Background: an optimization exercise with open tools, aiming at small area. Do not read the settings as production practice. Function was checked by simulation only, so behaviour that the tests miss may differ from the original. No driver is modelled on the clock port, so clocking that relies on it looks cheaper here than on a real chip. No activity file was given, so power comes from the tool's default toggle rates.

JK:
==> flow/design.v <==
module m_spi # (
    parameter   [31:00]         USER_CLK_RATE    = 32'd100_000_000  ,
    parameter   [31:00]         SPI_CLK_RATE     = 32'd2_500_000    ,
    parameter   [00:00]         MCS_VALID_LEVEL  = 0                ,
    parameter   [01:00]         SCK_MODE         = 2'b01            ,
    parameter   [15:00]         AWIDTH           = 16               ,
    parameter   [15:00]         DWIDTH           = 8
) (
    input                       user_clk                            ,
    input                       user_rst                            ,
    input                       i_rd_evt                            ,
    input                       i_wr_evt                            ,
    input       [DWIDTH-1:0]    i_wr_data                           ,
    input       [AWIDTH-1:0]    i_addr                              ,
    output reg                  o_rd_evt                            ,
    output reg  [DWIDTH-1:0]    o_rd_data                           ,
    output                      o_rw_done_evt                       ,
    output reg                  mcs                                 ,
    output reg                  sclk                                ,
    output reg                  mosi                                ,
    input                       miso
);
    localparam integer RING_N = 23;
    localparam integer RING_T = 22;
    localparam integer RING_W = 21;
    reg                 busy     ;  
    reg     [4:0]       cnt_div  ;  
    reg     [4:0]       cnt_bit  ;  
    reg                 rw_mode  ;  
    reg     [RING_N-1:0] ring    ;
    reg                 bit0     ;  
    wire    idle     = ~busy;
    wire    div_last  = cnt_div[4] & ~cnt_div[1] & ~cnt_div[0];              
    wire    div_first = ~cnt_div[2] & ~cnt_div[1] & ~cnt_div[0];             
    wire    half_end = busy & div_last;
    wire    fall     = half_end & sclk;
    wire    at_end   = cnt_bit[4] & cnt_bit[3] & cnt_bit[0];     
    wire    closing  = busy & at_end;
    wire    fall_24  = cnt_bit[4] & cnt_bit[2] & cnt_bit[1] & cnt_bit[0];   
    wire    fall_25  = cnt_bit[4] & cnt_bit[3];                              
    wire    sample   = busy & sclk & div_first & (cnt_bit != 5'd0);
    wire    req      = i_wr_evt | i_rd_evt;
    wire    [4:0] cnt_bit_nx = idle ? 5'd0 : cnt_bit + {4'd0, fall};
    assign  o_rw_done_evt = idle & mcs & at_end;
    wire    [23:0]  frame = {i_addr, i_wr_data & {8{~i_rd_evt}}};    
    reg     [RING_N-1:0] ring_ld;
    integer k;
    always @(*) begin
        ring_ld = {RING_N{1'b0}};
        for (k = 1; k <= 23; k = k + 1)
            ring_ld[(RING_T + 1 + 40 * RING_N - 40 * k) % RING_N] = frame[24 - k];
    end
    integer p;
    always @(posedge user_clk) begin
        cnt_bit <= cnt_bit_nx;
        cnt_div <= idle | div_last ? 5'd0 : {cnt_div[3:0], ~(cnt_div[4] ^ cnt_div[1])};
        if (idle) begin
            rw_mode <= i_rd_evt;
            bit0    <= frame[0];
        end
        for (p = 0; p < RING_N; p = p + 1)
            if (idle)
                ring[p] <= ring_ld[p];
            else if (p == RING_W && sample)
                ring[p] <= miso;
            else
                ring[p] <= ring[(p + RING_N - 1) % RING_N];
    end
    always @(posedge user_clk or posedge user_rst) begin
        if (user_rst) begin
            busy          <= 1'b0;
            sclk          <= 1'b0;
            mcs           <= 1'b0;
            mosi          <= 1'b0;
            o_rd_evt      <= 1'b0;
            o_rd_data     <= 8'h0;
        end else begin
            busy          <= idle ? req : ~at_end;
            sclk          <= sclk ^ half_end;
            mcs           <= idle ? ~i_wr_evt : (cnt_bit[4] & cnt_bit[3] & (cnt_bit[0] | fall));
            if (idle)
                mosi <= i_rd_evt;
            else if (fall)
                mosi <= ~fall_25 & (fall_24 ? bit0 : ring[RING_T]);
            o_rd_evt      <= o_rw_done_evt & rw_mode;
            if (closing & rw_mode)
                for (k = 18; k <= 25; k = k + 1)
                    o_rd_data[25 - k] <= ring[(RING_W + 1019 + 40 * RING_N - 40 * k) % RING_N];
        end
    end
endmodule
export LEC_CHECK = 0
export CAP_MARGIN = 20
export CORE_MARGIN = 2
export CORE_UTILIZATION = 40
export PLACE_DENSITY = 0.9
export SLEW_MARGIN = 20
create_clock -name core_clock -period 5.0 [get_ports {user_clk}]
standard.sh (not shown) runs the stock make flow with config.mk's settings and CLKGATE_MAP_FILE= SYNTH_SCRIPT=/design/flow/synth_recipe.tcl, a recipe that flattens the netlist after the stock synthesis.
==> flow/flow/run.sh <==
#!/bin/bash
# Layout flow: the standard ORFS flow (standard.sh) with changes that only affect
# cell area:
#  * synthesis uses the standard synthesis script, except that ABC maps the combinational
#    logic with an area-oriented script (flow/abc_area.script) and adders are left to ABC
#    (ADDER_MAP_FILE empty); flip-flop mapping (dfflibmap) and everything else is
#    unchanged, so the registers are the same;
#  * ports are buffered with sky130_fd_sc_hd__buf_1 instead of the default buffer;
#  * the clock tree is 4 balanced buffers (buf_4), each driving the flip-flops of one
#    group of nearby flip-flops, inserted before CTS (flow/clkins_hook.tcl), in place
#    of TritonCTS's H-tree.
set -euo pipefail
here=$(pwd)
sed 's#log_cmd abc {\*}\$abc_args#log_cmd abc {*}[lreplace $abc_args 1 1 '"$here"'/flow/abc_area.script]#' \
    "$FLOW_HOME/scripts/synth.tcl" > "$here/area_synth_core.tcl"
grep -q 'abc_area.script' "$here/area_synth_core.tcl"
sed "s#\$::env(SCRIPTS_DIR)/synth.tcl#$here/area_synth_core.tcl#" synth_recipe.tcl > "$here/area_synth.tcl"
grep -q 'area_synth_core.tcl' "$here/area_synth.tcl"
bash standard.sh SYNTH_SCRIPT="$here/area_synth.tcl" ADDER_MAP_FILE= \
    "BUFFER_PORTS_ARGS=-buffer_cell sky130_fd_sc_hd__buf_1" \
    PRE_CTS_TCL="$here/flow/clkins_hook.tcl" \
    finish > "$here/flow_make.log" 2>&1
test -f out/final.def
Other scripts of this flow, unchanged in this note and not shown: flow/flow/abc_area.script, flow/flow/clkins_hook.tcl
Relative to JK, the following input files were edited for MS:
--- a/flow/design.v
+++ b/flow/design.v
@@ -16,9 +16,9 @@
     output reg  [DWIDTH-1:0]    o_rd_data                           ,
     output                      o_rw_done_evt                       ,
     output reg                  mcs                                 ,
     output reg                  sclk                                ,
-    output reg                  mosi                                ,
+    output                      mosi                                ,
     input                       miso
 );
     localparam integer RING_N = 23;
     localparam integer RING_T = 22;
@@ -27,38 +27,42 @@
     reg     [4:0]       cnt_div  ;  
     reg     [4:0]       cnt_bit  ;  
     reg                 rw_mode  ;  
     reg     [RING_N-1:0] ring    ;
-    reg                 bit0     ;  
+    reg                 mosi_q   ;
     wire    idle     = ~busy;
     wire    div_last  = cnt_div[4] & ~cnt_div[1] & ~cnt_div[0];              
     wire    div_first = ~cnt_div[2] & ~cnt_div[1] & ~cnt_div[0];             
     wire    half_end = busy & div_last;
     wire    fall     = half_end & sclk;
     wire    at_end   = cnt_bit[4] & cnt_bit[3] & cnt_bit[0];     
     wire    closing  = busy & at_end;
-    wire    fall_24  = cnt_bit[4] & cnt_bit[2] & cnt_bit[1] & cnt_bit[0];   
     wire    fall_25  = cnt_bit[4] & cnt_bit[3];                              
-    wire    sample   = busy & sclk & div_first & (cnt_bit != 5'd0);
+    wire    bit_zero = (cnt_bit == 5'd0);
+    wire    sample   = busy & sclk & div_first & (cnt_bit[4:1] != 4'd0);
     wire    req      = i_wr_evt | i_rd_evt;
     wire    [4:0] cnt_bit_nx = idle ? 5'd0 : cnt_bit + {4'd0, fall};
     assign  o_rw_done_evt = idle & mcs & at_end;
+    assign  mosi = busy & (bit_zero ? rw_mode : mosi_q);
     wire    [23:0]  frame = {i_addr, i_wr_data & {8{~i_rd_evt}}};    
     reg     [RING_N-1:0] ring_ld;
     integer k;
     always @(*) begin
         ring_ld = {RING_N{1'b0}};
-        for (k = 1; k <= 23; k = k + 1)
-            ring_ld[(RING_T + 1 + 40 * RING_N - 40 * k) % RING_N] = frame[24 - k];
+        for (k = 2; k <= 24; k = k + 1)
+            ring_ld[(RING_T + 1 + 80 * RING_N - 40 * k) % RING_N] = frame[24 - k];
     end
     integer p;
+    integer j;
     always @(posedge user_clk) begin
         cnt_bit <= cnt_bit_nx;
         cnt_div <= idle | div_last ? 5'd0 : {cnt_div[3:0], ~(cnt_div[4] ^ cnt_div[1])};
-        if (idle) begin
+        if (idle)
             rw_mode <= i_rd_evt;
-            bit0    <= frame[0];
-        end
+        if (idle)
+            mosi_q <= frame[23];
+        else if (fall & ~bit_zero)
+            mosi_q <= ~fall_25 & ring[RING_T];
         for (p = 0; p < RING_N; p = p + 1)
             if (idle)
                 ring[p] <= ring_ld[p];
             else if (p == RING_W && sample)
@@ -70,22 +74,17 @@
         if (user_rst) begin
             busy          <= 1'b0;
             sclk          <= 1'b0;
             mcs           <= 1'b0;
-            mosi          <= 1'b0;
             o_rd_evt      <= 1'b0;
             o_rd_data     <= 8'h0;
         end else begin
             busy          <= idle ? req : ~at_end;
             sclk          <= sclk ^ half_end;
             mcs           <= idle ? ~i_wr_evt : (cnt_bit[4] & cnt_bit[3] & (cnt_bit[0] | fall));
-            if (idle)
-                mosi <= i_rd_evt;
-            else if (fall)
-                mosi <= ~fall_25 & (fall_24 ? bit0 : ring[RING_T]);
             o_rd_evt      <= o_rw_done_evt & rw_mode;
             if (closing & rw_mode)
-                for (k = 18; k <= 25; k = k + 1)
-                    o_rd_data[25 - k] <= ring[(RING_W + 1019 + 40 * RING_N - 40 * k) % RING_N];
+                for (j = 18; j <= 25; j = j + 1)
+                    o_rd_data[25 - j] <= ring[(RING_W + 1019 + 80 * RING_N - 40 * j) % RING_N];
         end
     end
 endmodule
--- outcome ---
Re filler-free cell count of the finished design: MS is 2.1% down on JK.
Higher fraction of registers with async set or reset after synthesis among MS and JK: JK
In MS, the fmax came out 0.077 GHz below the value in JK.
JK -> MS: reported leakage power decreased slightly
The share of cells above drive strength 1 of JK and that of MS are within noise of each other.
Critical path depth in MS vs JK: down 6
Post-route cell area (MS over JK): decrease, about 2%

-- port drivers added, routing unchanged --
No port has a modelled driver above. Below, the same layouts with a new extraction and two added sets of constraints.
Step 1: set_driving_cell puts a clkbuf_16 on user_clk and a buf_2 on each other input, an assumption about the parent block.
Step 2, shift: input delay + t, output delay - t, t = (earliest + latest rising clock arrival at the registers) / 2. This alone moves slack from input paths to output paths.
Three values: no drivers, after step 1, after step 2; two values: the first two.
run	shift t [ns]	setup slack, ns	hold slack, ns
JK	0.190	2.363 / 2.352 / 2.363	0.451 / 0.451 / 0.451
MS	0.185	1.686 / 1.640 / 1.826	0.452 / 0.452 / 0.452
After both steps every run listed still meets setup and hold.
